What follows belongs to an exercise in optimizing a design on an open flow for small area; a production flow would make more cautious choices. Function was checked by simulation only, so behaviour that the tests miss may differ from the original. Power figures rest on the tool's default switching activity, not on a simulated workload.

### flow/design.v
module CLK_1HZ(clk, rst, q15, h, tick);
input clk;
input rst;
input q15;
output reg [6:0] h;
output tick;
assign tick = q15 && (h == 7'd69);
always @(posedge clk)
    if (!rst) h <= 7'd35;
    else if (q15) h <= (h == 7'd69) ? 7'd0 : h + 7'd1;
endmodule
module CLK_100HZ(clk, rst, q);
input clk;
input rst;
output reg [3:0] q;
always @(posedge clk)
    if (!rst) q <= 4'd0;
    else q <= q + 4'd1;
endmodule
module RNG (
    input clock,
    input rst,
    input step,
    output f0,
    output [6:0] fi
);
reg [6:0] random;
reg f0r, f1r;
wire feedback = random[6] ^ random[5];
wire [6:0] r1 = {random[0] ^ random[6], random[6:1]};
wire [6:0] r2 = {r1[0] ^ r1[6], r1[6:1]};
wire [6:0] r80 = (r2 >= 7'd80) ? r2 - 7'd80 : r2;
assign f0 = f0r;
assign fi = f1r ? 7'd40 : r80;
always @(posedge clock) begin
    if (!rst) begin
        random <= 7'b1010101;
        f0r <= 1'b1;
        f1r <= 1'b0;
    end else if (step) begin
        random <= {random[5:0], feedback};
        f0r <= 1'b0;
        f1r <= f0r;
    end
end
endmodule
module DISPLAY_7SEG (
    input clk,
    input rst,
    input q15,
    input inc,
    input wrap,
    output [6:0] seg,
    output [3:0] an
);
reg [3:0] g;
reg [1:0] scan;
reg [3:0] digit;
reg [3:0] dp;           
reg on;                 
reg [3:0] d0, d1, d2, d3;
reg d4;
always @(posedge clk) begin
    if (!rst) g <= 0;
    else if (q15) g <= g + 1;
end
wire slow_tick = q15 && (g == 4'd7);
always @(posedge clk) begin
    if (!rst || (inc && wrap)) begin
        d0 <= 0; d1 <= 0; d2 <= 0; d3 <= 0; d4 <= 0;
    end else if (inc) begin
        if (d0 != 9) d0 <= d0 + 1;
        else begin
            d0 <= 0;
            if (d1 != 9) d1 <= d1 + 1;
            else begin
                d1 <= 0;
                if (d2 != 9) d2 <= d2 + 1;
                else begin
                    d2 <= 0;
                    if (d3 != 9) d3 <= d3 + 1;
                    else begin
                        d3 <= 0;
                        d4 <= 1;
                    end
                end
            end
        end
    end
end
wire [3:0] dvi   = d0;
wire [3:0] e4    = {3'b0, d4};
wire [3:0] chuc  = d1 + 4'd10 * d2 + 4'd4 * d3 + 4'd8 * e4;
wire [3:0] tram  = d2 + 4'd10 * d3 + 4'd4 * e4;
wire [3:0] nghin = d3 + 4'd10 * e4;
function [6:0] seg_decode;
    input [3:0] num;
    case (num)
        4'h0: seg_decode = 7'b1000000;
        4'h1: seg_decode = 7'b1001111;
        4'h2: seg_decode = 7'b0100100;
        4'h3: seg_decode = 7'b0000110;
        4'h4: seg_decode = 7'b0001011;
        4'h5: seg_decode = 7'b0010010;
        4'h6: seg_decode = 7'b0010000;
        4'h7: seg_decode = 7'b1000111;
        4'h8: seg_decode = 7'b0000000;
        4'h9: seg_decode = 7'b0000010;
        default: seg_decode = 7'b1111111;
    endcase
endfunction
assign seg = seg_decode(dp);
assign an = !on ? 4'b0000 :
            (scan == 2'b01) ? 4'b1110 :
            (scan == 2'b10) ? 4'b1101 :
            (scan == 2'b11) ? 4'b1011 : 4'b0111;
always @(posedge clk) begin
    if (!rst) begin
        scan <= 0;
        on <= 0;
        digit <= 0;
        dp <= 4'd8;
    end else if (slow_tick) begin
        scan <= scan + 1;
        on <= 1;
        case (scan)
            2'b00: digit <= chuc;
            2'b01: digit <= dvi;
            2'b10: digit <= tram;
            2'b11: digit <= nghin;
        endcase
        dp <= digit;
    end
end
endmodule
module sound(
    input clk,
    input rst,
    output beep
);
    reg beep_r;
    reg [4:0] st;
    reg [15:0] count;
    reg [13:0] count1;
    wire [13:0] count1_nx = {count1[12:0], count1[13] ^ count1[12] ^ count1[11] ^ count1[1]};
    reg [6:0] count_end;
    parameter   C4 = 7'd96,
                D4 = 7'd85,
                E4 = 7'd76,
                F4 = 7'd72,
                G4 = 7'd64,
                A4 = 7'd57,
                A4s = 7'd54,
                C5 = 7'd48;
    parameter   TIME = 10000;
    assign beep = beep_r;
    always @(*) begin
        case (st)
            5'd0, 5'd1: count_end = C4;
            5'd2, 5'd3: count_end = D4;
            5'd4, 5'd5: count_end = C4;
            5'd6, 5'd7: count_end = F4;
            5'd8, 5'd9: count_end = E4;
            5'd10, 5'd11: count_end = C4;
            5'd12, 5'd13: count_end = D4;
            5'd14, 5'd15: count_end = C4;
            5'd16, 5'd17: count_end = G4;
            5'd18, 5'd19: count_end = F4;
            5'd20, 5'd21: count_end = C4;
            5'd22, 5'd23: count_end = C5;
            5'd24: count_end = A4;
            default: count_end = 7'd0;
        endcase
    end
    always @(posedge clk) begin
        if (!rst) begin
            count <= 16'h0;
            beep_r <= 1'b0;
        end else begin
            count <= count + 1'b1;
            if (count == {9'd0, count_end}) begin
                count <= 16'h0;
                beep_r <= !beep_r;
            end
        end
    end
    always @(posedge clk) begin
        if (!rst) begin
            count1 <= 14'd1;
            st <= 5'd25;
        end else if (count1 != 14'd1470) begin
            count1 <= count1_nx;
        end else begin
            count1 <= 14'd1;
            st <= (st == 5'd24) ? 5'd0 : (st == 5'd25) ? 5'd1 : st + 5'd1;
        end
    end
endmodule
module snake_game(clk, rs, rw, en, dat, rst, up, dwn, lef, rig, led, seg, buz);
    input up, dwn, lef, rig, rst, clk;
    output [7:0] dat;
    output rs, rw, en;
    output [3:0] led;
    output [6:0] seg;
    output buz;
    localparam [6:0] CELL_Z  = 7'b0011111;   
    localparam [6:0] CELL_19 = 7'b0010011;   
    reg [7:0] dat;
    reg rs;
    reg [4:0] next;
    reg [14:0] n;
    reg dl;                 
    reg [14:0] score;
    reg [1:0] dir;
    reg [1:0] ld;           
    reg [6:0] pos;          
    reg clk_food;
    reg game_over;
    reg z;                  
    reg [6:0] cr;           
    reg [1:0] R [0:79];
    reg [6:0] p;
    reg [6:0] S;            
    reg [6:0] A;            
    reg [1:0] dA, dB, dC;   
    reg sa;
    reg [1:0] d0r;
    reg [6:0] cj;           
    reg fnd;
    reg [6:0] ci;           
    reg cif;
    integer k;
    wire [3:0] q;
    wire [6:0] h;
    wire tick;
    wire q15 = (q == 4'd15);
    wire lcd_step = (q == 4'd7);
    wire f0;
    wire [6:0] fi;
    wire food_step;
    CLK_100HZ U3 (clk, rst, q);
    CLK_1HZ U1 (clk, rst, q15, h, tick);
    DISPLAY_7SEG U2 (clk, rst, q15, food_step, score[13:0] == 14'h3fff, seg, led);
    sound U4 (clk, rst, buz);
    RNG U5 (clk, rst, food_step, f0, fi);
    function [6:0] mv;
        input [6:0] c;
        input [1:0] d;
        begin
            mv = c;
            case (d)
                2'd0: mv[4:0] = (c[4:0] == 5'd19) ? 5'd0 : c[4:0] + 5'd1;
                2'd1: mv[4:0] = (c[4:0] == 5'd0) ? 5'd19 : c[4:0] - 5'd1;
                2'd2: begin mv[5] = ~c[5]; mv[6] = c[6] ^ ~c[5]; end
                2'd3: begin mv[5] = ~c[5]; mv[6] = c[6] ^ c[5]; end
            endcase
        end
    endfunction
    function [7:0] conv;
        input [6:0] c;
        reg [5:0] lo;
        begin
            lo = {1'b0, c[4:0]} + (c[6] ? 6'd20 : 6'd0);
            conv = {1'b1, c[5], lo};
        end
    endfunction
    function [6:0] idx;
        input [6:0] c;
        begin
            idx = (c[6] ? 7'd40 : 7'd0) + (c[5] ? 7'd20 : 7'd0) + {2'b0, c[4:0]};
        end
    endfunction
    wire [1:0] frow = (fi >= 7'd60) ? 2'd3 : (fi >= 7'd40) ? 2'd2 : (fi >= 7'd20) ? 2'd1 : 2'd0;
    wire [6:0] fcol = fi - {frow, 4'b0} - {frow, 2'b0};
    wire [6:0] food = {frow, fcol[4:0]};
    wire [6:0] x = mv(pos, ld);    
    wire eq = f0 ? z : (!z && food == pos);
    wire shi = |score[14:7];
    wire live = !game_over && (shi || score[6:2] != 5'd0);
    wire forb = live && (fi != 7'd0) && (fi <= 7'd78) && (shi || fi < score[6:0]);
    wire food_toggle = eq | forb;
    assign food_step = food_toggle && !clk_food;
    wire hit = live && cif && (shi || ci < score[6:0]);
    always @(posedge clk) begin
        if (!rst)
            score <= 15'd0;
        else if (food_step)
            score <= score + 15'd1;
    end
    always @(posedge clk) begin
        if (!rst) begin
            dir <= 0;
            clk_food <= 0;
            game_over <= 0;
        end else begin
            if (rig == 0 && dir != 1) dir <= 0;
            else if (lef == 0 && dir != 0) dir <= 1;
            else if (up == 0 && dir != 3) dir <= 2;
            else if (dwn == 0 && dir != 2) dir <= 3;
            if (food_toggle)
                clk_food <= ~clk_food;
            if (hit)
                game_over <= 1;
        end
    end
    wire [1:0] tv = (p == 7'd0) ? d0r : R[79];
    always @(posedge clk) begin
        R[0] <= tv;
        for (k = 1; k < 80; k = k + 1)
            R[k] <= R[k-1];
    end
    always @(posedge clk) begin
        if (tick) p <= (p == 7'd78) ? 7'd0 : (p == 7'd79) ? 7'd1 : p + 7'd2;
        else p <= (p == 7'd79) ? 7'd0 : p + 7'd1;
    end
    wire [6:0] sb = (p == 7'd0) ? pos : S;
    wire [6:0] sn = mv(sb, tv ^ 2'd1);
    always @(posedge clk) S <= (tick && p == 7'd79) ? pos : sn;
    wire sreal = (p <= cr) && !z;
    always @(posedge clk) begin
        if (!rst) begin
            pos <= CELL_19;
            ld <= 2'd0;
            z <= 1'b1;
            cr <= 7'd0;
            fnd <= 1'b0;
            sa <= 1'b0;
            cif <= 1'b0;
        end else if (tick) begin
            pos <= x;
            ld <= dir;
            d0r <= ld;
            z <= 1'b0;
            if (!z && cr != 7'd80) cr <= cr + 7'd1;
            ci <= cj;
            cif <= fnd;
            fnd <= 1'b0;
            sa <= 1'b0;
        end else begin
            if (p == 7'd0) sa <= 1'b1;
            if (sa && !fnd && sreal && p != 7'd0 && p <= 7'd78 && S == x) begin
                fnd <= 1'b1;
                cj <= p;
            end
        end
    end
    wire st7 = (next == 5'd7);
    wire [15:0] cs = {1'b0, n} + {1'b0, ~score} + {15'd0, !(st7 && dl)};
    wire lt = !cs[15];
    wire lcd_read = lcd_step && (next == 5'd6) && lt;
    wire [6:0] base = n[6:0] + (st7 ? 7'd1 : 7'd0) + (lcd_read ? 7'd1 : 7'd0) + (tick ? 7'h7f : 7'd0);
    wire [6:0] pd = p - base;
    wire n0 = (n == 15'd0) && !st7;
    wire [6:0] am = mv(A, lcd_read ? (dB ^ 2'd1) : dA);
    always @(posedge clk) begin
        if (pd == 7'd0) A <= sn;
        else if (tick) A <= n0 ? pos : am;
        else if (lcd_read) A <= am;
        if (pd == 7'd0) dA <= tv;
        else if (lcd_read) dA <= dB;
        if (pd == 7'd1) dB <= tv;
        else if (lcd_read) dB <= dC;
        else if (tick) dB <= dA;
        if (pd == 7'd2) dC <= tv;
        else if (tick) dC <= dB;
    end
    wire [6:0] cv = (next == 5'd4) ? food : (next == 5'd5) ? pos : A;
    wire [7:0] body = (n[14:7] != 8'd0 || n[6:0] >= 7'd80) ? 8'hff :
                      (n[6:0] < cr) ? conv(cv) :
                      (n[6:0] == cr && !z) ? 8'h00 : 8'hff;
    always @(posedge clk) begin
    if (!rst) begin
        rs <= 0;
        dat <= 0;
        next <= 0;
        n <= 0;
        dl <= 0;
    end else if (lcd_step) begin
        case (next)
            5'd0:  begin rs <= 0; dat <= 8'h38; next <= 5'd1; end
            5'd1:  begin rs <= 0; dat <= 8'h0C; next <= 5'd2; end
            5'd2:  begin rs <= 0; dat <= 8'h6; next <= 5'd3; end
            5'd3:  begin rs <= 0; dat <= 8'h1; next <= 5'd4; end
            5'd4:  begin rs <= 0; dat <= conv(cv); next <= 5'd8; end
            5'd8:  begin rs <= 1; dat <= 8'h6F; next <= 5'd5; end
            5'd5:  begin rs <= 0; dat <= z ? 8'h00 : conv(cv); next <= 5'd9; end
            5'd9:  begin rs <= 1; dat <= 8'h4F;
                        if (score != 0) next <= 5'd10;
                        else next <= 5'd0;
                   end
            5'd6:  begin
                        if (lt) begin
                            rs <= 0;
                            dat <= body;
                            next <= 5'd7;
                        end else begin
                            n <= 0;
                            dl <= 0;
                            next <= 5'd13;
                        end
                   end
            5'd7:  begin
                        n <= n + 1;
                        if (lt) begin
                            rs <= 1;
                            dat <= 8'b11011011;
                            next <= 5'd10;
                        end else begin
                            dl <= 1;
                            next <= 5'd13;
                        end
                   end
            5'd10: begin rs <= 1; dat <= 8'h20; next <= 5'd6; end
            5'd13: begin
                        if (game_over) next <= 5'd12;
                        else next <= 5'd0;
                   end
            5'd12: begin rs <= 0; dat <= 8'h1; next <= 5'd14;  end
            5'd14: begin rs <= 0; dat <= 8'h85; next <= 5'd15; end
            5'd15: begin rs <= 1; dat <= "G"; next <= 5'd16;  end
            5'd16: begin rs <= 1; dat <= "a"; next <= 5'd17;  end
            5'd17: begin rs <= 1; dat <= "m"; next <= 5'd18;  end
            5'd18: begin rs <= 1; dat <= "e"; next <= 5'd19; end
            5'd19: begin rs <= 1; dat <= " "; next <= 5'd20; end
            5'd20: begin rs <= 1; dat <= "O"; next <= 5'd21; end
            5'd21: begin rs <= 1; dat <= "v"; next <= 5'd22; end
            5'd22: begin rs <= 1; dat <= "e"; next <= 5'd23; end
            5'd23: begin rs <= 1; dat <= "r"; next <= 5'd24; end
            5'd24: begin rs <= 0; end
            default: begin end
        endcase
    end
    end
    assign en = q[3];
    assign rw = 0;
endmodule
### flow/flow/run.sh
#!/bin/bash
# Own flow: the standard synthesis, then the combinational logic between
# the registers re-mapped by ABC for area (flow/remap.tcl; every register keeps
# its instance, cell type and nets), proved equivalent to the standard netlist
# (flow/equiv.tcl), then the standard layout from there, with the smallest
# buffer on the ports and a clock tree without dummy loads.
set -euo pipefail
R="$PWD/orfs/results/$FLOW_PLATFORM/snake_game/base"
YOSYS="$FLOW_HOME/../tools/install/yosys/bin/yosys"
[[ -x "$YOSYS" ]] || YOSYS=yosys
export REMAP_LIB="$FLOW_HOME/platforms/$FLOW_PLATFORM/lib/sky130_fd_sc_hd__tt_025C_1v80.lib"

bash standard.sh synth > synth.log 2>&1
cp "$R/1_2_yosys.v" standard_1_2_yosys.v

# ABC scripts, most aggressive first; the first whose result is proved
# equivalent is used, else the standard netlist stays
SCRIPTS=(
  "strash;dc2;dc2;dch,-f;amap;strash;dc2;dch,-f;amap;mfs3,-a"
  "strash;dc2;dc2;dch,-f;amap;strash;dc2;dch,-f;amap"
  "strash;ifraig;dc2;strash;dch,-f;map,-a"
)
i=0
for s in "${SCRIPTS[@]}"; do
  i=$((i+1))
  if REMAP_SCRIPT="$s" REMAP_NETLIST="$PWD/standard_1_2_yosys.v" REMAP_OUT="$PWD/remap_$i.v" \
       "$YOSYS" -c flow/remap.tcl > remap_$i.log 2>&1 &&
     EQUIV_GOLD="$PWD/standard_1_2_yosys.v" EQUIV_GATE="$PWD/remap_$i.v" \
       timeout 1200 "$YOSYS" -c flow/equiv.tcl > equiv_$i.log 2>&1; then
    cp "remap_$i.v" "$R/1_2_yosys.v"
    echo "using remap script $i: $s" > remap_choice.txt
    break
  fi
done

export BUFFER_PORTS_ARGS="-buffer_cell sky130_fd_sc_hd__buf_1"
# clock tree: clusters of up to 20 registers on clkbuf_8, no dummy loads
export CTS_ARGS="-sink_clustering_enable -repair_clock_nets -sink_clustering_size 20 -sink_clustering_max_diameter 60 -buf_list sky130_fd_sc_hd__clkbuf_8 -root_buf sky130_fd_sc_hd__clkbuf_4 -tree_buf sky130_fd_sc_hd__clkbuf_4 -dont_use_dummy_load"
bash standard.sh > layout.log 2>&1
### flow/flow/equiv.tcl
# Prove that the re-mapped netlist does what the standard synthesis netlist
# does: both have the same registers (same names), so the logic between them
# is checked cone by cone.
yosys -import
set lib $::env(REMAP_LIB)
read_liberty -ignore_miss_func $lib
read_verilog $::env(EQUIV_GOLD)
hierarchy -top $::env(FLOW_TOP)
flatten
yosys rename $::env(FLOW_TOP) gold
design -stash gold
read_liberty -ignore_miss_func $lib
read_verilog $::env(EQUIV_GATE)
hierarchy -top $::env(FLOW_TOP)
flatten
yosys rename $::env(FLOW_TOP) gate
design -stash gate
design -copy-from gold -as gold gold
design -copy-from gate -as gate gate
equiv_make gold gate equiv
hierarchy -top equiv
equiv_simple -seq 2
equiv_status -assert
### flow/flow/remap.tcl
# Re-map the combinational logic of the standard synthesis netlist for area.
# Every sequential cell and tie cell is kept as it is (same instance, cell
# type and nets); only the logic between them is re-optimised by ABC.
yosys -import
set lib $::env(REMAP_LIB)
set net $::env(REMAP_NETLIST)
set top $::env(FLOW_TOP)
read_liberty -ignore_miss_func $lib
read_verilog $net
hierarchy -top $top
tee -q -o remap_before.txt stat -liberty $lib
setattr -mod -set keep_hierarchy 1 sky130_fd_sc_hd__*df* sky130_fd_sc_hd__*dl* sky130_fd_sc_hd__conb_1
flatten
yosys rename -hide w:_*_.*
opt_clean -purge
select -module $top
set dont_use {sky130_fd_sc_hd__probe_p_8 sky130_fd_sc_hd__probec_p_8 sky130_fd_sc_hd__lpflow_bleeder_1 sky130_fd_sc_hd__lpflow_clkbufkapwr_1 sky130_fd_sc_hd__lpflow_clkbufkapwr_16 sky130_fd_sc_hd__lpflow_clkbufkapwr_2 sky130_fd_sc_hd__lpflow_clkbufkapwr_4 sky130_fd_sc_hd__lpflow_clkbufkapwr_8 sky130_fd_sc_hd__lpflow_clkinvkapwr_1 sky130_fd_sc_hd__lpflow_clkinvkapwr_16 sky130_fd_sc_hd__lpflow_clkinvkapwr_2 sky130_fd_sc_hd__lpflow_clkinvkapwr_4 sky130_fd_sc_hd__lpflow_clkinvkapwr_8 sky130_fd_sc_hd__lpflow_decapkapwr_12 sky130_fd_sc_hd__lpflow_decapkapwr_3 sky130_fd_sc_hd__lpflow_decapkapwr_4 sky130_fd_sc_hd__lpflow_decapkapwr_6 sky130_fd_sc_hd__lpflow_decapkapwr_8 sky130_fd_sc_hd__lpflow_inputiso0n_1 sky130_fd_sc_hd__lpflow_inputiso0p_1 sky130_fd_sc_hd__lpflow_inputiso1n_1 sky130_fd_sc_hd__lpflow_inputiso1p_1 sky130_fd_sc_hd__lpflow_inputisolatch_1 sky130_fd_sc_hd__lpflow_isobufsrc_1 sky130_fd_sc_hd__lpflow_isobufsrc_16 sky130_fd_sc_hd__lpflow_isobufsrc_2 sky130_fd_sc_hd__lpflow_isobufsrc_4 sky130_fd_sc_hd__lpflow_isobufsrc_8 sky130_fd_sc_hd__lpflow_isobufsrckapwr_16 sky130_fd_sc_hd__lpflow_lsbuf_lh_hl_isowell_tap_1 sky130_fd_sc_hd__lpflow_lsbuf_lh_hl_isowell_tap_2 sky130_fd_sc_hd__lpflow_lsbuf_lh_hl_isowell_tap_4 sky130_fd_sc_hd__lpflow_lsbuf_lh_isowell_4 sky130_fd_sc_hd__lpflow_lsbuf_lh_isowell_tap_1 sky130_fd_sc_hd__lpflow_lsbuf_lh_isowell_tap_2 sky130_fd_sc_hd__lpflow_lsbuf_lh_isowell_tap_4 sky130_fd_sc_hd__fill_1 sky130_fd_sc_hd__fill_2 sky130_fd_sc_hd__fill_4 sky130_fd_sc_hd__fill_8 }
set du {}
foreach c $dont_use { lappend du -dont_use $c }
abc -liberty $lib {*}$du -script "+$::env(REMAP_SCRIPT)"
opt_clean -purge
select -clear
hilomap -singleton -hicell sky130_fd_sc_hd__conb_1 HI -locell sky130_fd_sc_hd__conb_1 LO
insbuf -buf sky130_fd_sc_hd__buf_1 A X
opt_clean -purge

tee -q -o remap_after.txt stat -liberty $lib
select $top
write_verilog -noattr -nohex -nodec -selected $::env(REMAP_OUT)
### flow/standard.sh
#!/bin/bash
# synth_recipe.tcl (not shown) runs the flow's synth.tcl, then flattens the netlist and writes it again
# the make line also repeats each setting of config.mk as NAME=value (left out here)
make -C /OpenROAD-flow-scripts/flow DESIGN_CONFIG=/design/flow/config.mk WORK_HOME=/design/flow/orfs CLKGATE_MAP_FILE= SYNTH_SCRIPT=/design/flow/synth_recipe.tcl "${@:-finish}"
### flow/config.mk
export PLATFORM = sky130hd
export DESIGN_NAME = snake_game
export DESIGN_NICKNAME = snake_game
export VERILOG_FILES = /design/flow/design.v
export SDC_FILE = /design/flow/constraint.sdc
export NUM_CORES = 4
export LEC_CHECK = 0
export CAP_MARGIN = 20
export CORE_MARGIN = 2
export CORE_UTILIZATION = 60
export SLEW_MARGIN = 20
### flow/constraint.sdc
create_clock -name core_clock -period 25.0 [get_ports {clk}]
set_input_delay 5.0000 -clock core_clock [delete_from_list [all_inputs] [get_ports {clk}]]
set_output_delay 5.0000 -clock core_clock [all_outputs]
set_load 0.01 [all_outputs]
==> results_dict.tcl, run 1 <==
set metrics [dict create \
    post-dp-hpwl_mm 21.4 \
    post-route-period-util 0.348 \
    antenna_found_initial 1 \
    synth_area_um2 13800 \
    path_clk_slew_ns 0.11 \
    nets 1617 \
    io_buffers 27 \
    setup_viol 0 \
    p_leak_uw 0.00514 \
    drive_gt1_frac 0.0224 \
    clock.fmax_ghz 0.115 \
    cellPowerDensity_nw_per_um2 62.5 \
    fillers 1934 \
    die_h_um 156 \
    timing.reg2reg.setup_slack_ns 16.30 \
    final-max-slew-violation-count 0 \
    hold_path_class "flop to flop" \
    initial_core_util 0.611 \
    cts.sinks 373 \
    cts_hold_buf 0 \
    grtUsageTotal 0.248 \
    outcome "complete, no violations" \
    fp.dieW_um 156 \
    met3_usage 0.0275 \
    clock_latency_ns 0.77 \
    cts_resized 0 \
    syn_inst 1549 \
    cp-end-kind "flop" \
    vias 11082 \
    met2_usage 0.393 \
    top_usage_layer "met2" \
    cts_setup_buffers 0 \
    cts_tree "built" \
    wl_mm 30.1 \
    grt_max_degree 53 \
    first_pass_iters 10 \
    wl_per_cell_um 15.9 \
    worstSetupPathType "flop to flop" \
    grt_remaining_overflow 0 \
    hold_violations 0 \
    ys.warnings.count 7 \
    finalCoreUtilization 0.649 \
    clk_path_buf_depth 3 \
    worstPathArrival_ns 9.01 \
    min_period_ns 8.70 \
    coreArea_um2 22600 \
    synth.avg_cell_area_um2 8.90 \
    cts_root_buffer "clkbuf_4" \
    dr.first_iter.drc_count 1007 \
    grt_pass1_vias 9970 \
    vias_per_cell 5.85 \
    syn_nets 1555 \
    area_growth_pct 6.31 \
    maxCapViolCount 0 \
    critPathLaunchType "flop" \
    io_pins 29 \
    worstPathRequired_ns 25.31 \
    seq_area_um2 7770 \
    max_stage_delay_ns 0.66 \
    cts_made_buffers 27 \
    clock_skew_ns 0.125 \
    grt_pass1_wl_mm 49.6 \
    drc 0 \
    dieArea_um2 24200 \
    htree_num_levels 1 \
    ant_nets 0 \
    grtUsageMet1 0.366 \
    slew_headroom 0.371 \
    setup_tns_ns 0 \
    multi_input_area_um2 5360 \
    rows 55 \
    rsz0062_at_grt "false" \
    routabilityCongestion 0.920 \
    cp_slowest_cell "nor2_1" \
    ir_worst_vdd_mv 0.0632 \
    worst_slew_pin_slew_ns 0.936 \
    path_max_fanout 14 \
]
-- sequential cells by signal (all words and copies together) (netlist names), 8 cells and up --
| signal | count |
|---|---|
| U4.count | 16 |
| dat | 8 |
| n | 15 |
| score | 15 |
| R | 160 |
| U4.count1 | 14 |
-- through the flow --
step	setup WS [ns]	hold WS (ns)	power, uW	cell area (um^2)	instances
6_report	16.30	0.212	915	14700	1895
3_3_place_gp	16.89	0.310	665	14300	1867
3_5_place_dp	16.65	0.312	666	14300	1867
4_1_cts	16.53	0.212	922	14700	1894
2_1_floorplan	17.09	0.310	652	13800	1549
5_1_grt	15.46	0.209	951	14700	1895
-- area by class of cell --
cell class	count	area share
diodes	1	0.000171
multi-input cells	998	0.366
flip-flops and latches	373	0.530
repair buffers	33	0.0101
inverters	178	0.0456
well taps	285	0.0243
clock buffers	27	0.0241
-- final timing paths --
check / from / end / depth (start not counted)
max reg2reg: next[2] / A[0] / 39
min reg2reg: R[1][1] / R[2][1] / 0
min: R[1][1] / R[2][1] / 0
max: next[2] / A[0] / 39
-- layer usage --
layer / vias to the layer above / routed length, um
met5: - / 0
met4: 0 / 545
met1: 5088 / 14800
li1: 5667 / -
met3: 41 / 1540
met2: 286 / 13200
-- power by group --
part / internal, uW / leakage (uW) / switching (uW)
logic: 13.2 / 0.00191 / 30.9
registers: 606 / 0.00304 / 4.17
clock network: 90.2 / 0.000186 / 171
-- worst max-delay path: cells and delay by family, from the launching register on --
kind                   cells  cell delay, ns
AO/OA/AOI/OAI             16            2.22
AND/OR/NAND/NOR           17            3.99
flip-flops                 1            0.49
buffers and inverters      6            1.60
-- placed cells by master, fill, tap and decap left out, types with 6 or more instances in the layout --
| master | n |
|---|---|
| dfxtp_1 | 343 |
| nor2_1 | 269 |
| clkinv_1 | 178 |
| o21ai_0 | 115 |
| nand2_1 | 110 |
| a21oi_1 | 101 |
| o22ai_1 | 53 |
| nor3_1 | 44 |
| a211oi_1 | 36 |
| edfxtp_1 | 30 |
| buf_1 | 26 |
| clkbuf_8 | 24 |
| nor2b_1 | 22 |
| a221oi_1 | 21 |
| a22oi_1 | 18 |
| o221ai_1 | 17 |
| nand3_1 | 17 |
| a31oi_1 | 16 |
| nor4_1 | 13 |
| a2111oi_0 | 11 |
| o21a_1 | 10 |
| and3_1 | 10 |
| nand2b_1 | 9 |
| and2_0 | 8 |
| a222oi_1 | 7 |
| or2_0 | 6 |
| buf_4 | 6 |
==> run 2, diff against run 1 <==
--- a/flow/design.v
+++ b/flow/design.v
@@ -310,7 +310,8 @@
             R[k] <= R[k-1];
     end
     always @(posedge clk) begin
-        if (tick) p <= (p == 7'd78) ? 7'd0 : (p == 7'd79) ? 7'd1 : p + 7'd2;
+        if (!rst) p <= 7'd0;
+        else if (tick) p <= (p == 7'd78) ? 7'd0 : (p == 7'd79) ? 7'd1 : p + 7'd2;
         else p <= (p == 7'd79) ? 7'd0 : p + 7'd1;
     end
     wire [6:0] sb = (p == 7'd0) ? pos : S;
==> run 2 against run 1 <==
  * Critical path depth fell by 5
  * Cell area grew 0.67%
  * Utilization increased by 0.24 points
  * Fmax is 16% higher
  * Hold slack better by 0.058 ns
  * Clock-buffer cell count grew 2
  * Sequential share of layout area down 0.42 points
  * Synthesized cell count about the same
  * Area after synthesis up 0.34%
  * Largest power group unchanged
  * Critical path type unchanged
  * Setup slack better by 1.2 ns
  * Critical endpoint is now A[3]
  * Via count increased by 1.6%
  * Highest routed layer unchanged
  * Power increased by 15%
==> results_dict.tcl, run 2 <==
set metrics [dict create \
    outcome "complete, no violations" \
    synth.avg_cell_area_um2 8.92 \
    clock.fmax_ghz 0.133 \
    worstPathRequired_ns 25.57 \
    hold_path_class "flop to flop" \
    cts_setup_buffers 0 \
    area_growth_pct 6.67 \
    vias_per_cell 5.92 \
    fp.dieW_um 156 \
    dr.first_iter.drc_count 1132 \
    grt_max_degree 55 \
    setup_tns_ns 0 \
    final_common_cell "dfxtp_1" \
    path_buf_inv 4 \
    cts_tree "built" \
    final-max-slew-violation-count 0 \
    cts.sinks 373 \
    critical_path.top_delay_family "simple AND/OR/NAND/NOR gates" \
    io_buffers 27 \
    post-dp-hpwl_mm 21.8 \
    nets 1623 \
    clock_power_share 0.256 \
    switchingPower_uw 275 \
    dieArea_um2 24300 \
    syn_nets 1556 \
    cts_made_buffers 29 \
    first_pass_iters 7 \
    syn_inst 1550 \
    clock_skew_ns 0.111 \
    fillers 1911 \
    rows 55 \
    path_clk_slew_ns 0.12 \
    setup_viol 0 \
    ant_nets 0 \
    cts_root_buffer "clkbuf_4" \
    path_max_fanout 11 \
    p_seq_frac 0.625 \
    routabilityCongestion 0.938 \
    slew_headroom 0.329 \
    htree_num_levels 1 \
    grtUsageTotal 0.251 \
    clock_latency_ns 0.77 \
    drive_gt1_frac 0.0260 \
    die_h_um 156 \
    drc 0 \
    grt_pass1_vias 10129 \
    p_leak_uw 0.00515 \
    grt_pass1_wl_mm 50.2 \
    worst_slew_pin_slew_ns 0.998 \
    worstSetupPathType "flop to flop" \
    cts_hold_buf 0 \
    min_period_ns 7.53 \
    synth_area_um2 13800 \
    critPathLaunchType "flop" \
    max_stage_delay_ns 0.85 \
    cellPowerDensity_nw_per_um2 71.6 \
    final_cell_mix "344 x dfxtp_1, 260 x nor2_1, 181 x clkinv_1, 120 x nand2_1, 103 x o21ai_0" \
    io_pins 29 \
    regMostFlops "R" \
    initial_core_util 0.611 \
    clk_path_buf_depth 3 \
    wl_mm 30.6 \
    coreArea_um2 22600 \
    wl_per_cell_um 16.1 \
    combPwrFrac 0.119 \
    crit_path_frequent_cell "nor2_1" \
    cp_slowest_cell "nor4_1" \
    rsz0062_at_grt "false" \
    multi_input_area_um2 5400 \
    largest_register_ffs 160 \
    p_int_uw 781 \
    netSwitchingFraction 0.260 \
    vias 11261 \
    grt_remaining_overflow 0 \
    post-route-period-util 0.301 \
    ir_worst_vdd_mv 0.0624 \
    ys.warnings.count 7 \
    worstPathArrival_ns 8.10 \
    hold_violations 0 \
    top_regs "R (160), U4.count (16)" \
    cp-end-kind "flop" \
    antenna_found_initial 1 \
    finalCoreUtilization 0.652 \
    seq_area_um2 7760 \
    maxCapViolCount 0 \
    cts_resized 0 \
]
run 2: power by group through the flow:
stage                     logic (uW)  registers (uW)  clock network (uW)
after detailed placement         123             673                   0
after CTS                        124             661                 280
final                            126             660                 270
after floorplan                 93.4             666                   0
after global placement           122             673                   0
after global routing             141             664                 300
run 2: layout make-up:
cell class	instances	share of cell area
sequential	373	0.526
multi-input combinational	995	0.366
inverter	182	0.0463
clock buffer	29	0.0258
tap	285	0.0242
timing repair buffer	36	0.0115
antenna	2	0.000339
run 2: path summary, 6_finish.rpt:
kind / slack, ns / cells past startpoint / end / from
setup / recovery: 17.47 / 34 / A[3] / next[2]
hold reg to reg: 0.27 / 0 / R[7][0] / R[6][0]
hold / removal: 0.27 / 0 / R[7][0] / R[6][0]
setup reg to reg: 17.47 / 34 / A[3] / next[2]
run 2: per-stage QoR:
stage                     worst slack, ns  hold WS [ns]  std cells  power, uW  cell area [um^2]
after floorplan                     16.34         0.310       1550        759             13800
after global placement              17.82         0.310       1871        794             14400
after detailed placement            17.57         0.312       1871        796             14400
after CTS                           17.60         0.238       1900       1060             14700
after global routing                16.65         0.278       1902       1100             14800
final                               17.47         0.271       1902       1060             14800
run 2: layer usage:
layer	vias up	part of all wire	GRT usage	wire, um
met5	-	0	0	0
met4	0	0.028	0.0830	852
met3	68	0.066	0.0303	2010
met2	396	0.44	0.401	13500
met1	5109	0.47	0.358	14200
li1	5688	-	-	-
==> run 3, diff against run 2 <==
--- a/flow/config.mk
+++ b/flow/config.mk
@@ -8,4 +8,6 @@
 export CAP_MARGIN = 20
 export CORE_MARGIN = 2
 export CORE_UTILIZATION = 60
+export GPL_ROUTABILITY_DRIVEN = 0
+export GPL_TIMING_DRIVEN = 0
 export SLEW_MARGIN = 20
==> run 3 against run 2 <==
  * Clock power hardly changed
  * Combinational power hardly changed
  * Clock-buffer cell count stayed put
  * Non-clock buffer count is 5 lower
  * Area after synthesis stayed put
  * Register-to-register slack worse by 0.59 ns
  * Clock skew is 0.024 ns lower
  * Cell area hardly changed
  * Power hardly changed
  * Critical path depth stayed put
  * Via count is 0.80% lower
  * First-iteration DRC count is 1.8% higher
  * Largest cell class unchanged
==> results_dict.tcl, run 3 <==
set metrics [dict create \
    clock_latency_ns 0.76 \
    fin_cells 1896 \
    coreArea_um2 22600 \
    slew_headroom 0.296 \
    clock_power_share 0.255 \
    rows 55 \
    cts_root_buffer "clkbuf_4" \
    htree_num_levels 1 \
    cts.sinks 373 \
    maxCapViolCount 0 \
    io_buffers 27 \
    cellPowerDensity_nw_per_um2 71.6 \
    fillers 1951 \
    clock.fmax_ghz 0.123 \
    worstSetupPathType "flop to flop" \
    setup_viol 0 \
    ys.warnings.count 7 \
    combPwrFrac 0.120 \
    wl_per_cell_um 15.6 \
    vias 11171 \
    dpl.cell_count 1866 \
    fp.dieW_um 156 \
    critPathLaunchType "flop" \
    cp_slowest_cell "nor4_2" \
    worstPathArrival_ns 8.69 \
    grt_pass1_wl_mm 49.3 \
    cts_made_buffers 29 \
    post-dp-hpwl_mm 21.4 \
    p_seq_frac 0.625 \
    cts_hold_buf 0 \
    dr.first_iter.drc_count 1152 \
    io_pins 29 \
    dieArea_um2 24300 \
    max_stage_delay_ns 0.85 \
    nets 1618 \
    grt_remaining_overflow 0 \
    top_regs "R (160), U4.count (16)" \
    path_max_fanout 11 \
    grtUsageTotal 0.245 \
    clock_skew_ns 0.0869 \
    outcome "complete, no violations" \
    ir_worst_vdd_mv 0.0644 \
    drive_gt1_frac 0.0248 \
    final_cell_mix "344 x dfxtp_1, 260 x nor2_1, 181 x clkinv_1, 120 x nand2_1, 103 x o21ai_0" \
    cp-end-kind "flop" \
    path_buf_inv 4 \
    netSwitchingFraction 0.261 \
    die_h_um 156 \
    cts_setup_buffers 0 \
    worst_slew_pin_slew_ns 1.05 \
    synth.avg_cell_area_um2 8.92 \
    syn_nets 1556 \
    worstPathRequired_ns 25.58 \
    vias_per_cell 5.89 \
    first_pass_iters 6 \
    area_growth_pct 6.65 \
    wl_mm 29.6 \
    clk_path_buf_depth 3 \
    final_common_cell "dfxtp_1" \
    largest_register_ffs 160 \
    post-route-period-util 0.325 \
    ant_nets 0 \
    critical_path.top_delay_family "simple AND/OR/NAND/NOR gates" \
    grt_max_degree 40 \
    path_clk_slew_ns 0.11 \
    initial_core_util 0.611 \
    cts_tree "built" \
    rsz0062_at_grt "false" \
    p_leak_uw 0.00514 \
    final-max-slew-violation-count 0 \
    cts_resized 0 \
    min_period_ns 8.12 \
    antenna_found_initial 1 \
    grt_pass1_vias 10018 \
    synth_area_um2 13800 \
    switchingPower_uw 275 \
    regMostFlops "R" \
    p_int_uw 781 \
    crit_path_frequent_cell "nor2_1" \
    hold_path_class "flop to flop" \
    drc 0 \
    syn_inst 1550 \
    setup_tns_ns 0 \
    hold_violations 0 \
]
## run 3: cell type report
type | instances | area, um^2 | share of cell area
Sequential cell | 373 | 7760 | 0.526
Multi-Input combinational cell | 995 | 5420 | 0.367
Inverter | 182 | 684 | 0.0464
Clock buffer | 29 | 380 | 0.0258
Tap cell | 285 | 357 | 0.0242
Timing Repair Buffer | 31 | 153 | 0.0103
Antenna cell | 1 | 2.50 | 0.000170
## run 3: metal layers
layer	up-vias	track usage	share of wire
met5	-	0	0
met4	0	0.0664	0.027
met3	56	0.0372	0.058
met2	336	0.381	0.44
met1	5101	0.356	0.48
li1	5678	-	-
## run 3: path summary, 6_finish.rpt
| check | startpoint | to | slack (ns) | cells after the start |
|---|---|---|---|---|
| worst min-delay path | R[41][1] | R[42][1] | 0.30 | 0 |
| worst max register to register | next[2] | A[3] | 16.88 | 34 |
| worst max-delay path | next[2] | A[3] | 16.88 | 34 |
| worst min register to register | R[41][1] | R[42][1] | 0.30 | 0 |
## run 3: stage by stage
step | utilization | setup slack, ns | total power [uW] | hold WS (ns) | area [um^2]
after floorplan | - | 16.34 | 759 | 0.310 | 13800
after global placement | 0.631 | 12.37 | 791 | 0.311 | 14300
after detailed placement | 0.635 | 17.13 | 796 | 0.312 | 14400
after CTS | 0.651 | 17.10 | 1060 | 0.308 | 14700
after global routing | 0.652 | 16.14 | 1100 | 0.322 | 14800
final | 0.652 | 16.88 | 1060 | 0.302 | 14800
## run 3: power groups by stage
| stage | sequential [uW] | combinational (uW) | clock (uW) |
|---|---|---|---|
| global placement | 672 | 119 | 0 |
| global route | 665 | 141 | 299 |
| finish | 660 | 127 | 269 |
| floorplan | 666 | 93.4 | 0 |
| CTS | 660 | 123 | 278 |
| detailed placement | 673 | 123 | 0 |
==> run 4, diff against run 3 <==
--- a/flow/flow/run.sh
+++ b/flow/flow/run.sh
@@ -35,5 +35,5 @@
 
 export BUFFER_PORTS_ARGS="-buffer_cell sky130_fd_sc_hd__buf_1"
 # clock tree: clusters of up to 20 registers on clkbuf_8, no dummy loads
-export CTS_ARGS="-sink_clustering_enable -repair_clock_nets -sink_clustering_size 20 -sink_clustering_max_diameter 60 -buf_list sky130_fd_sc_hd__clkbuf_8 -root_buf sky130_fd_sc_hd__clkbuf_4 -tree_buf sky130_fd_sc_hd__clkbuf_4 -dont_use_dummy_load"
+export CTS_ARGS="-sink_clustering_enable -repair_clock_nets -sink_clustering_size 20 -sink_clustering_max_diameter 50 -buf_list sky130_fd_sc_hd__clkbuf_8 -root_buf sky130_fd_sc_hd__clkbuf_4 -tree_buf sky130_fd_sc_hd__clkbuf_4 -dont_use_dummy_load"
 bash standard.sh > layout.log 2>&1
--- a/flow/config.mk
+++ b/flow/config.mk
@@ -7,7 +7,5 @@
 export LEC_CHECK = 0
 export CAP_MARGIN = 20
 export CORE_MARGIN = 2
-export CORE_UTILIZATION = 60
-export GPL_ROUTABILITY_DRIVEN = 0
-export GPL_TIMING_DRIVEN = 0
+export CORE_UTILIZATION = 70
 export SLEW_MARGIN = 20
==> run 4 against run 3 <==
  * Still clean on timing, DRC and antenna
  * Via count grew 4.9%
  * Critical path depth grew 3
  * Cell area shrank 0.21%
  * Register-to-register slack gained 0.83 ns
  * Fmax grew 11%
  * Clock power is essentially flat
  * First-iteration DRC count grew 9.5%
  * Sequential share of layout area grew 0.11 points
  * Utilization grew 11 points
  * Non-clock buffer count grew 5
  * Critical path type unchanged
==> results_dict.tcl, run 4 <==
set metrics [dict create \
    outcome "complete, no violations" \
    min_period_ns 7.29 \
    grt_pass1_wl_mm 51.0 \
    dp_slack_ns 17.34 \
    synth.avg_cell_area_um2 8.92 \
    cp-end-kind "flop" \
    drive_gt1_frac 0.0254 \
    grtUsageMet1 0.406 \
    cp_slowest_cell "dfxtp_1" \
    drc 0 \
    post-route-period-util 0.292 \
    syn_inst 1550 \
    p_leak_uw 0.00515 \
    hold_violations 0 \
    worst_slack_ns 17.71 \
    ir_worst_vdd_mv 0.0803 \
    setup_viol 0 \
    ys.warnings.count 7 \
    clock.fmax_ghz 0.137 \
    regMostFlops "R" \
    antenna_found_initial 1 \
    worstPathRequired_ns 25.59 \
    nets 1623 \
    io_pins 29 \
    final-max-slew-violation-count 0 \
    met2_usage 0.497 \
    top_regs "R (160), U4.count (16)" \
    cellPowerDensity_nw_per_um2 71.9 \
    ant_nets 0 \
    critPathLaunchType "flop" \
    htree_num_levels 1 \
    dr.first_iter.drc_count 1261 \
    clock_skew_ns 0.117 \
    vias_per_cell 6.23 \
    largest_register_ffs 160 \
    dieArea_um2 20900 \
    rows 51 \
    cts_made_buffers 29 \
    routabilityCongestion 0.939 \
    crit_path_frequent_cell "nor2_1" \
    worst_slew_pin_slew_ns 1.07 \
    grt_remaining_overflow 0 \
    grt_pass1_vias 10618 \
    cts_root_buffer "clkbuf_4" \
    die_h_um 145 \
    cts_tree "built" \
    fp.dieW_um 145 \
    max_stage_delay_ns 0.51 \
    grt_max_degree 54 \
    cts_resized 0 \
    synth_area_um2 13800 \
    final_common_cell "dfxtp_1" \
    first_pass_iters 6 \
    wl_mm 31.6 \
    syn_nets 1556 \
    worstSetupPathType "flop to flop" \
    cts.sinks 373 \
    hold_slack_ns 0.296 \
    path_clk_slew_ns 0.12 \
    io_buffers 27 \
    cts_setup_buffers 0 \
    cts_hold_buf 0 \
    path_max_fanout 11 \
    final_cell_mix "344 x dfxtp_1, 260 x nor2_1, 181 x clkinv_1, 120 x nand2_1, 103 x o21ai_0" \
    slew_headroom 0.280 \
    area_growth_pct 6.42 \
    wl_per_cell_um 16.8 \
    rsz0062_at_grt "false" \
    hold_path_class "flop to flop" \
    top_usage_layer "met2" \
    clk_path_buf_depth 3 \
    clock_latency_ns 0.78 \
    met3_usage 0.0421 \
    grtUsageTotal 0.302 \
    worstPathArrival_ns 7.87 \
    coreArea_um2 19400 \
    post-dp-hpwl_mm 22.6 \
    maxCapViolCount 0 \
    setup_tns_ns 0 \
    vias 11718 \
    initial_core_util 0.713 \
]
==> run 4: cell count changes in the layout (fill, tap and decap cells not counted), sizes merged <==
cell    previous run  this run
buf               31        35
clkbuf            29        30
clkinv           182       181
inv                0         1
==> run 4: critical path, delay by kind of cell (launching register included) <==
family	cells	cell delay, ns
compound gates	17	1.97
buf+inv	4	1.16
flops	1	0.51
simple gates	16	3.52
==> run 4: final timing paths <==
kind / start / to / slack [ns] / depth (start not counted)
max: next[2] / A[3] / 17.71 / 37
min reg2reg: R[3][0] / R[4][0] / 0.30 / 0
min: R[3][0] / R[4][0] / 0.30 / 0
max reg2reg: next[2] / A[3] / 17.71 / 37
==> run 4: routing by layer <==
metal / wire length (um) / up-vias
met4: 1170 / 0
li1: - / 5690
met3: 2240 / 111
met1: 13400 / 5408
met5: 0 / -
met2: 14700 / 509
==> run 4: through the flow <==
step	total power [uW]	util	cell area, um^2	std cells
floorplan	759	-	13800	1550
global placement	791	0.739	14300	1851
detailed placement	796	0.739	14300	1851
CTS	1060	0.759	14700	1880
global route	1100	0.759	14700	1881
finish	1060	0.759	14700	1881
==> run 4: power by group <==
| group | switching, uW | internal [uW] |
|---|---|---|
| Sequential | 21.4 | 640 |
| Clock | 174 | 97.0 |
| Combinational | 81.8 | 43.7 |
==> run 4: final cells by class <==
class	count	area [um^2]
fill	1450	4680
timing repair buffer	36	170
tap	265	332
sequential	373	7760
antenna	1	2.50
multi-input combinational	995	5400
clock buffer	29	380
inverter	182	683
==> run 5, diff against run 4 <==
--- a/flow/design.v
+++ b/flow/design.v
@@ -21,26 +21,23 @@
     input clock,
     input rst,
     input step,
-    output f0,
+    input f0,
     output [6:0] fi
 );
 reg [6:0] random;
-reg f0r, f1r;
+reg f1r;
 wire feedback = random[6] ^ random[5];
 wire [6:0] r1 = {random[0] ^ random[6], random[6:1]};
 wire [6:0] r2 = {r1[0] ^ r1[6], r1[6:1]};
 wire [6:0] r80 = (r2 >= 7'd80) ? r2 - 7'd80 : r2;
-assign f0 = f0r;
 assign fi = f1r ? 7'd40 : r80;
 always @(posedge clock) begin
     if (!rst) begin
         random <= 7'b1010101;
-        f0r <= 1'b1;
         f1r <= 1'b0;
     end else if (step) begin
         random <= {random[5:0], feedback};
-        f0r <= 1'b0;
-        f1r <= f0r;
+        f1r <= f0;
     end
 end
 endmodule
@@ -235,8 +232,8 @@
     wire tick;
     wire q15 = (q == 4'd15);
     wire lcd_step = (q == 4'd7);
-    wire f0;
     wire [6:0] fi;
+    wire f0 = z && (score == 15'd0);
     wire food_step;
     CLK_100HZ U3 (clk, rst, q);
     CLK_1HZ U1 (clk, rst, q15, h, tick);
@@ -274,7 +271,7 @@
     wire [6:0] fcol = fi - {frow, 4'b0} - {frow, 2'b0};
     wire [6:0] food = {frow, fcol[4:0]};
     wire [6:0] x = mv(pos, ld);    
-    wire eq = f0 ? z : (!z && food == pos);
+    wire eq = f0 || (!z && food == pos);
     wire shi = |score[14:7];
     wire live = !game_over && (shi || score[6:2] != 5'd0);
     wire forb = live && (fi != 7'd0) && (fi <= 7'd78) && (shi || fi < score[6:0]);
--- a/flow/flow/run.sh
+++ b/flow/flow/run.sh
@@ -35,5 +35,5 @@
 
 export BUFFER_PORTS_ARGS="-buffer_cell sky130_fd_sc_hd__buf_1"
 # clock tree: clusters of up to 20 registers on clkbuf_8, no dummy loads
-export CTS_ARGS="-sink_clustering_enable -repair_clock_nets -sink_clustering_size 20 -sink_clustering_max_diameter 50 -buf_list sky130_fd_sc_hd__clkbuf_8 -root_buf sky130_fd_sc_hd__clkbuf_4 -tree_buf sky130_fd_sc_hd__clkbuf_4 -dont_use_dummy_load"
+export CTS_ARGS="-sink_clustering_enable -repair_clock_nets -sink_clustering_size 30 -sink_clustering_max_diameter 45 -buf_list sky130_fd_sc_hd__clkbuf_16 -root_buf sky130_fd_sc_hd__clkbuf_4 -tree_buf sky130_fd_sc_hd__clkbuf_4 -dont_use_dummy_load"
 bash standard.sh > layout.log 2>&1
--- a/flow/config.mk
+++ b/flow/config.mk
@@ -7,5 +7,5 @@
 export LEC_CHECK = 0
 export CAP_MARGIN = 20
 export CORE_MARGIN = 2
-export CORE_UTILIZATION = 70
+export CORE_UTILIZATION = 60
 export SLEW_MARGIN = 20
==> run 5 against run 4 <==
  * Still clean
  * Sequential power increased by 3%
  * Clock power increased by 43%
  * Clock-buffer cell count increased by 2
  * Synthesized cell count increased by 1.5%
  * Critical path depth decreased by 4
  * Die area increased by 16%
  * Non-clock buffer count increased by 2
  * Critical endpoint is now A[2]
==> results_dict.tcl, run 5 <==
set metrics [dict create \
    outcome "complete, no violations" \
    top_regs "R (160), U4.count (16)" \
    syn_inst 1574 \
    final-max-slew-violation-count 0 \
    drive_gt1_frac 0.0274 \
    io_buffers 27 \
    rows 55 \
    rsz0062_at_grt "false" \
    p_leak_uw 0.00541 \
    vias 11395 \
    reg2reg_depth 33 \
    ant_nets 0 \
    hold_violations 0 \
    cts_resized 0 \
    coreArea_um2 22600 \
    dr.first_iter.drc_count 964 \
    synth_area_um2 13800 \
    clock_skew_ns 0.0412 \
    final_common_cell "dfxtp_1" \
    vias_per_cell 5.90 \
    fp.dieW_um 156 \
    cts.sinks 372 \
    worstPathRequired_ns 25.55 \
    wl_per_cell_um 16.3 \
    worstPathArrival_ns 8.45 \
    initial_core_util 0.610 \
    setup_viol 0 \
    cp_slowest_cell "nor3_1" \
    io_pins 29 \
    grtUsageTotal 0.260 \
    hold_start "R[40][0]" \
    cp-end-kind "flop" \
    cts_hold_buf 0 \
    syn_nets 1580 \
    rr_startpoint "next[0]" \
    cts_tree "built" \
    worstSetupPathType "flop to flop" \
    path_clk_slew_ns 0.10 \
    whs_path_depth 0 \
    worst_slew_pin_slew_ns 0.939 \
    area_growth_pct 9.24 \
    die_h_um 156 \
    hold_path_class "flop to flop" \
    grt_pass1_wl_mm 52.2 \
    maxCapViolCount 0 \
    slew_headroom 0.374 \
    post-dp-hpwl_mm 22.3 \
    post-route-period-util 0.316 \
    nets 1651 \
    cts_setup_buffers 0 \
    first_pass_iters 6 \
    grt_max_degree 48 \
    ir_worst_vdd_mv 0.0890 \
    min_period_ns 7.90 \
    finalCoreUtilization 0.666 \
    dieArea_um2 24200 \
    cts_root_buffer "clkbuf_4" \
    routabilityCongestion 0.949 \
    setup_tns_ns 0 \
    critPathLaunchType "flop" \
    cellPowerDensity_nw_per_um2 84.0 \
    max_stage_delay_ns 0.56 \
    drc 0 \
    cts_made_buffers 31 \
    wl_mm 31.5 \
    clk_path_buf_depth 3 \
    clock_latency_ns 0.90 \
    largest_register_ffs 160 \
    clock.fmax_ghz 0.127 \
    final_cell_mix "343 x dfxtp_1, 292 x nor2_1, 168 x clkinv_1, 122 x nand2_1, 103 x a21oi_1" \
    ys.warnings.count 7 \
    crit_path_start "next[0]" \
    antenna_found_initial 1 \
    path_max_fanout 11 \
    regMostFlops "R" \
    grt_pass1_vias 10790 \
    synth.avg_cell_area_um2 8.77 \
    htree_num_levels 1 \
    grt_remaining_overflow 0 \
]
run 5: path summary, 6_finish.rpt:
check             end  slack (ns)
min reg2reg  R[41][0]        0.31
max              A[2]       17.10
min          R[41][0]        0.31
max reg2reg      A[2]       17.10
run 5: worst max-delay path, delay by kind of cell (launching register included):
family / cells / cell delay, ns
buf+inv: 5 / 1.55
compound gates: 17 / 2.83
simple gates: 11 / 2.63
flops: 1 / 0.54
run 5: metrics by stage:
stage	area (um^2)	power, uW	setup WS (ns)	instances	hold slack [ns]
floorplan	13800	827	16.87	1574	0.310
global placement	14300	881	16.66	1897	0.310
detailed placement	14300	886	16.58	1897	0.312
CTS	15100	1270	17.23	1928	0.312
global route	15100	1320	16.32	1930	0.315
finish	15100	1270	17.10	1930	0.309
run 5: layout make-up:
type                    instances  area, um^2
flip-flops and latches        372        7740
diodes                          2        5.00
multi-input cells            1033        5440
inverters                     169         634
fillers                      1861        7560
repair buffers                 38         185
well taps                     285         357
clock buffers                  31         723
run 5: power breakdown:
| part | switching (uW) | total (uW) | internal (uW) | leakage [uW] |
|---|---|---|---|---|
| combinational | 130 | 199 | 68.4 | 0.00198 |
| clock | 190 | 388 | 197 | 0.000359 |
| sequential | 29.0 | 679 | 650 | 0.00307 |
| total | 350 | 1270 | 916 | 0.00541 |
run 5: routing by layer:
layer | wire, um | up-vias | track usage
met5 | 0 | - | 0
met4 | 1140 | 0 | 0.0944
met3 | 1790 | 96 | 0.0303
met2 | 14000 | 381 | 0.427
met1 | 14600 | 5188 | 0.358
li1 | - | 5730 | -
==> run 6, diff against run 5 <==
--- a/flow/flow/run.sh
+++ b/flow/flow/run.sh
@@ -35,5 +35,5 @@
 
 export BUFFER_PORTS_ARGS="-buffer_cell sky130_fd_sc_hd__buf_1"
 # clock tree: clusters of up to 20 registers on clkbuf_8, no dummy loads
-export CTS_ARGS="-sink_clustering_enable -repair_clock_nets -sink_clustering_size 30 -sink_clustering_max_diameter 45 -buf_list sky130_fd_sc_hd__clkbuf_16 -root_buf sky130_fd_sc_hd__clkbuf_4 -tree_buf sky130_fd_sc_hd__clkbuf_4 -dont_use_dummy_load"
+export CTS_ARGS="-sink_clustering_enable -repair_clock_nets -sink_clustering_size 40 -sink_clustering_max_diameter 50 -buf_list sky130_fd_sc_hd__clkbuf_16 -root_buf sky130_fd_sc_hd__clkbuf_4 -tree_buf sky130_fd_sc_hd__clkbuf_4 -dont_use_dummy_load"
 bash standard.sh > layout.log 2>&1
==> run 6 against run 5 <==
  * Sequential power hardly changed
  * Still clean
  * Synthesized cell count unchanged
  * Power is 0.70% lower
  * Wire length is 0.12% higher
  * Largest power group unchanged
  * Fmax grew 0.90%
  * Cell area is 0.17% lower
  * Critical path depth unchanged
  * Setup slack improved by 0.071 ns
  * Clock skew rose by 0.068 ns
  * Register-to-register slack gained 0.07 ns
  * Clock power down 2%
  * Global-route usage down 0.10 points
  * Largest cell class unchanged
==> results_dict.tcl, run 6 <==
set metrics [dict create \
    hold_violations 0 \
    drive_gt1_frac 0.0268 \
    grt_max_degree 48 \
    grtUsageTotal 0.259 \
    dr.first_iter.drc_count 1021 \
    clock_latency_ns 0.91 \
    grt_pass1_wl_mm 52.0 \
    rsz0062_at_grt "false" \
    vias 11464 \
    timing.reg2reg.setup_slack_ns 17.17 \
    setup_viol 0 \
    cp_slowest_cell "nor3_1" \
    wl_mm 31.5 \
    max_stage_delay_ns 0.57 \
    ys.warnings.count 7 \
    ir_worst_vdd_mv 0.0895 \
    post-route-period-util 0.313 \
    routabilityCongestion 0.949 \
    top_regs "R (160), U4.count (16)" \
    final_common_cell "dfxtp_1" \
    seq_area_um2 7740 \
    netSwitchingFraction 0.276 \
    final_cell_mix "343 x dfxtp_1, 292 x nor2_1, 168 x clkinv_1, 122 x nand2_1, 103 x a21oi_1" \
    worstSetupPathType "flop to flop" \
    post-dp-hpwl_mm 22.3 \
    critPathLaunchType "flop" \
    area_growth_pct 9.06 \
    setup_tns_ns 0 \
    slew_headroom 0.369 \
    fp.dieW_um 156 \
    regMostFlops "R" \
    finalCoreUtilization 0.665 \
    worstPathRequired_ns 25.55 \
    switchingPower_uw 348 \
    synth.avg_cell_area_um2 8.77 \
    maxCapViolCount 0 \
    largest_register_ffs 160 \
    synth_area_um2 13800 \
    grt_pass1_vias 10743 \
    min_period_ns 7.83 \
    p_int_uw 910 \
    coreArea_um2 22600 \
    htree_num_levels 1 \
    initial_core_util 0.610 \
    antenna_found_initial 1 \
    cts_setup_buffers 0 \
    drc 0 \
    fillers 1876 \
    grt_remaining_overflow 0 \
    cts_tree "built" \
    clk_path_buf_depth 3 \
    vias_per_cell 5.94 \
    cellPowerDensity_nw_per_um2 83.5 \
    clock_skew_ns 0.109 \
    clock.fmax_ghz 0.128 \
    first_pass_iters 8 \
    io_pins 29 \
    ant_nets 0 \
    die_h_um 156 \
    cts_made_buffers 30 \
    rows 55 \
    cts_root_buffer "clkbuf_4" \
    multi_input_area_um2 5440 \
    cp-end-kind "flop" \
    worstPathArrival_ns 8.38 \
    total_power_uw 1260 \
    worst_slew_pin_slew_ns 0.946 \
    dieArea_um2 24200 \
    path_clk_slew_ns 0.09 \
    cts_hold_buf 0 \
    nets 1650 \
    p_seq_frac 0.540 \
    final-max-slew-violation-count 0 \
    outcome "complete, no violations" \
    syn_inst 1574 \
    combPwrFrac 0.158 \
    p_leak_uw 0.00540 \
    io_buffers 27 \
    cts.sinks 372 \
    path_max_fanout 11 \
    cts_resized 0 \
    wl_per_cell_um 16.3 \
    syn_nets 1580 \
    clock_power_share 0.302 \
    hold_path_class "flop to flop" \
]
==> run 6: power by group through the flow <==
| stage | Clock (uW) | Combinational, uW | Sequential [uW] |
|---|---|---|---|
| 5_1_grt | 409 | 221 | 684 |
| 4_1_cts | 388 | 194 | 679 |
| 3_3_place_gp | 0 | 191 | 691 |
| 2_1_floorplan | 0 | 146 | 681 |
| 6_report | 379 | 199 | 679 |
| 3_5_place_dp | 0 | 193 | 692 |
==> run 6: layout make-up <==
cell class                      instances  area share
Inverter                              169      0.0421
Sequential cell                       372       0.514
Clock buffer                           30      0.0464
Antenna cell                            2    0.000333
Multi-Input combinational cell       1033       0.361
Timing Repair Buffer                   38      0.0123
Tap cell                              285      0.0237
==> run 6: worst paths after layout <==
kind,from,to,cells past startpoint
max,next[0],A[6],33
max reg2reg,next[0],A[6],33
min,R[28][1],R[29][1],0
min reg2reg,R[28][1],R[29][1],0
==> run 6: stage by stage <==
stage | instance area, um^2 | hold slack, ns | worst slack (ns) | std cells
after global placement | 14300 | 0.310 | 16.66 | 1897
after global routing | 15100 | 0.289 | 16.40 | 1929
final | 15100 | 0.268 | 17.17 | 1929
after floorplan | 13800 | 0.310 | 16.87 | 1574
after detailed placement | 14300 | 0.312 | 16.58 | 1897
after CTS | 15000 | 0.282 | 17.34 | 1927
==> run 6: critical path, delay by kind of cell, from the launching register on <==
family          cells  cell delay (ns)
compound gates     17             2.87
simple gates       11             2.62
flops               1             0.54
buf+inv             5             1.53
==> run 6: layer usage <==
| layer | GRT usage | part of all wire | routed length, um |
|---|---|---|---|
| met1 | 0.358 | 0.46 | 14500 |
| met4 | 0.0900 | 0.035 | 1110 |
| met5 | 0 | 0 | 0 |
| met3 | 0.0325 | 0.063 | 1980 |
| met2 | 0.423 | 0.44 | 14000 |
==> run 7, diff against run 6 <==
--- a/flow/flow/run.sh
+++ b/flow/flow/run.sh
@@ -35,5 +35,5 @@
 
 export BUFFER_PORTS_ARGS="-buffer_cell sky130_fd_sc_hd__buf_1"
 # clock tree: clusters of up to 20 registers on clkbuf_8, no dummy loads
-export CTS_ARGS="-sink_clustering_enable -repair_clock_nets -sink_clustering_size 40 -sink_clustering_max_diameter 50 -buf_list sky130_fd_sc_hd__clkbuf_16 -root_buf sky130_fd_sc_hd__clkbuf_4 -tree_buf sky130_fd_sc_hd__clkbuf_4 -dont_use_dummy_load"
+export CTS_ARGS="-sink_clustering_enable -repair_clock_nets -sink_clustering_size 20 -sink_clustering_max_diameter 60 -buf_list sky130_fd_sc_hd__clkbuf_8 -root_buf sky130_fd_sc_hd__clkbuf_4 -tree_buf sky130_fd_sc_hd__clkbuf_4 -dont_use_dummy_load"
 bash standard.sh > layout.log 2>&1
--- a/flow/config.mk
+++ b/flow/config.mk
@@ -7,5 +7,6 @@
 export LEC_CHECK = 0
 export CAP_MARGIN = 20
 export CORE_MARGIN = 2
-export CORE_UTILIZATION = 60
+export CORE_UTILIZATION = 65
+export PLACE_DENSITY = 0.8
 export SLEW_MARGIN = 20
==> run 7 against run 6 <==
  * Still clean
  * Clock-buffer cell count fell by 4
  * Sequential power is essentially flat
  * Critical path depth unchanged
  * Utilization increased by 3.5 points
  * Setup slack better by 0.074 ns
  * Cell count down 0.93%
  * Register-to-register slack gained 0.07 ns
  * Flip-flop and latch count is the same
  * Global-route usage grew 1.2 points
  * Combinational power about the same
  * Via count fell by 1.4%
  * Critical endpoint is now A[4]
  * Highest routed layer unchanged
==> results_dict.tcl, run 7 <==
set metrics [dict create \
    critPathLaunchType "flop" \
    cp_slowest_cell "dfxtp_1" \
    grt_remaining_overflow 0 \
    worst_slew_pin_slew_ns 1.09 \
    nets 1643 \
    initial_core_util 0.659 \
    worstPathArrival_ns 8.13 \
    vias_per_cell 5.92 \
    routabilityCongestion 0.961 \
    grt_pass1_vias 10359 \
    synth.avg_cell_area_um2 8.77 \
    drc 0 \
    slew_headroom 0.268 \
    worstSetupPathType "flop to flop" \
    netSwitchingFraction 0.290 \
    ys.warnings.count 7 \
    cts_made_buffers 26 \
    drive_gt1_frac 0.0226 \
    final-max-slew-violation-count 0 \
    min_period_ns 7.76 \
    fp.dieW_um 150 \
    maxCapViolCount 0 \
    wl_per_cell_um 15.9 \
    htree_num_levels 1 \
    wl_mm 30.3 \
    cts_tree "built" \
    cellPowerDensity_nw_per_um2 77.3 \
    final_cell_mix "343 x dfxtp_1, 292 x nor2_1, 168 x clkinv_1, 122 x nand2_1, 103 x a21oi_1" \
    combPwrFrac 0.176 \
    cts_resized 0 \
    syn_inst 1574 \
    io_pins 29 \
    outcome "complete, no violations" \
    p_leak_uw 0.00521 \
    syn_nets 1580 \
    clock_power_share 0.226 \
    post-dp-hpwl_mm 21.8 \
    dr.first_iter.drc_count 769 \
    first_pass_iters 9 \
    top_regs "R (160), U4.count (16)" \
    p_seq_frac 0.598 \
    ant_nets 0 \
    clock.fmax_ghz 0.129 \
    switchingPower_uw 328 \
    coreArea_um2 21000 \
    clock_skew_ns 0.0473 \
    post-route-period-util 0.310 \
    cp-end-kind "flop" \
    synth_area_um2 13800 \
    clock_latency_ns 0.73 \
    area_growth_pct 6.18 \
    path_max_fanout 11 \
    vias 11308 \
    cts_hold_buf 0 \
    final_common_cell "dfxtp_1" \
    hold_path_class "flop to flop" \
    setup_viol 0 \
    grt_max_degree 58 \
    antenna_found_initial 1 \
    grt_pass1_wl_mm 49.5 \
    regMostFlops "R" \
    grtUsageTotal 0.271 \
    dieArea_um2 22400 \
    finalCoreUtilization 0.699 \
    rsz0062_at_grt "false" \
    cts_root_buffer "clkbuf_4" \
    largest_register_ffs 160 \
    hold_violations 0 \
    ir_worst_vdd_mv 0.0666 \
    setup_tns_ns 0 \
    clk_path_buf_depth 3 \
    worstPathRequired_ns 25.38 \
    path_clk_slew_ns 0.11 \
    rows 53 \
    die_h_um 150 \
    p_int_uw 805 \
    cts_setup_buffers 0 \
    cts.sinks 372 \
    max_stage_delay_ns 0.54 \
    io_buffers 27 \
]
run 7: metrics by stage:
| stage | cells | area [um^2] | worst slack, ns | total power [uW] | hold slack (ns) |
|---|---|---|---|---|---|
| after floorplan | 1574 | 13800 | 16.87 | 827 | 0.310 |
| after global placement | 1884 | 14300 | 16.97 | 878 | 0.310 |
| after detailed placement | 1884 | 14300 | 16.92 | 885 | 0.312 |
| after CTS | 1910 | 14600 | 17.38 | 1140 | 0.291 |
| after global routing | 1911 | 14700 | 16.26 | 1190 | 0.297 |
| final | 1911 | 14700 | 17.24 | 1130 | 0.289 |
run 7: per-layer routing:
metal,track usage,vias up,wire length [um]
li1,-,5702,-
met1,0.360,5201,13500
met2,0.457,335,14000
met3,0.0485,70,1910
met4,0.0825,0,892
met5,0,-,0
run 7: critical path, delay by kind of cell (launching register included):
family | cells | cell delay [ns]
flops | 1 | 0.54
compound gates | 17 | 2.77
buf+inv | 5 | 1.50
simple gates | 11 | 2.57
run 7: power groups by stage:
stage / logic [uW] / clock network (uW) / registers, uW
floorplan: 146 / 0 / 681
global placement: 189 / 0 / 689
detailed placement: 194 / 0 / 691
CTS: 195 / 265 / 678
global route: 222 / 284 / 683
finish: 200 / 256 / 678
run 7: final timing paths:
check	start	to	slack, ns	depth (start not counted)
max	next[0]	A[4]	17.24	33
min	R[1][1]	R[2][1]	0.29	0
max reg2reg	next[0]	A[4]	17.24	33
min reg2reg	R[1][1]	R[2][1]	0.29	0
run 7: area by class of cell:
| cell class | instances | area [um^2] |
|---|---|---|
| antenna | 1 | 2.50 |
| sequential | 372 | 7740 |
| fill | 1676 | 6300 |
| timing repair buffer | 35 | 163 |
| inverter | 169 | 634 |
| tap | 275 | 344 |
| multi-input combinational | 1033 | 5440 |
| clock buffer | 26 | 339 |

-- port drivers added, routing unchanged --
Ports are ideal in the flow. The routed layouts listed here were re-timed in OpenROAD.
Step 1 assumes that a clkbuf_16 drives the clock port and a buf_2 every other input.
Step 2 times the ports against the registers' clock, not the clock port: input delays grow and output delays shrink by t, the midpoint of the rising clock arrivals with the driver on.
Slacks: ideal ports / drivers / drivers and shift; pairs: ideal ports / drivers.
| run | shift t [ns] | slack for setup (ns) | clock arrival spread, ns |
|---|---|---|---|
| run 1 | 0.750 | 16.304 / 16.304 / 16.304 | 0.125 / 0.125 |
| run 2 | 0.758 | 17.471 / 17.471 / 17.471 | 0.111 / 0.112 |
| run 3 | 0.756 | 16.883 / 16.883 / 16.883 | 0.087 / 0.087 |
| run 4 | 0.769 | 17.711 / 17.711 / 17.315 | 0.117 / 0.117 |
| run 5 | 0.928 | 17.096 / 17.096 / 16.810 | 0.051 / 0.050 |
| run 6 | 0.905 | 17.167 / 17.167 / 16.846 | 0.120 / 0.120 |
| run 7 | 0.750 | 17.241 / 17.241 / 16.826 | 0.048 / 0.049 |
After both steps setup and hold are still met in every run listed. The setup slack of run 7, which loses most, moves by 0.000 ns with the drivers and by -0.415 ns with both steps.
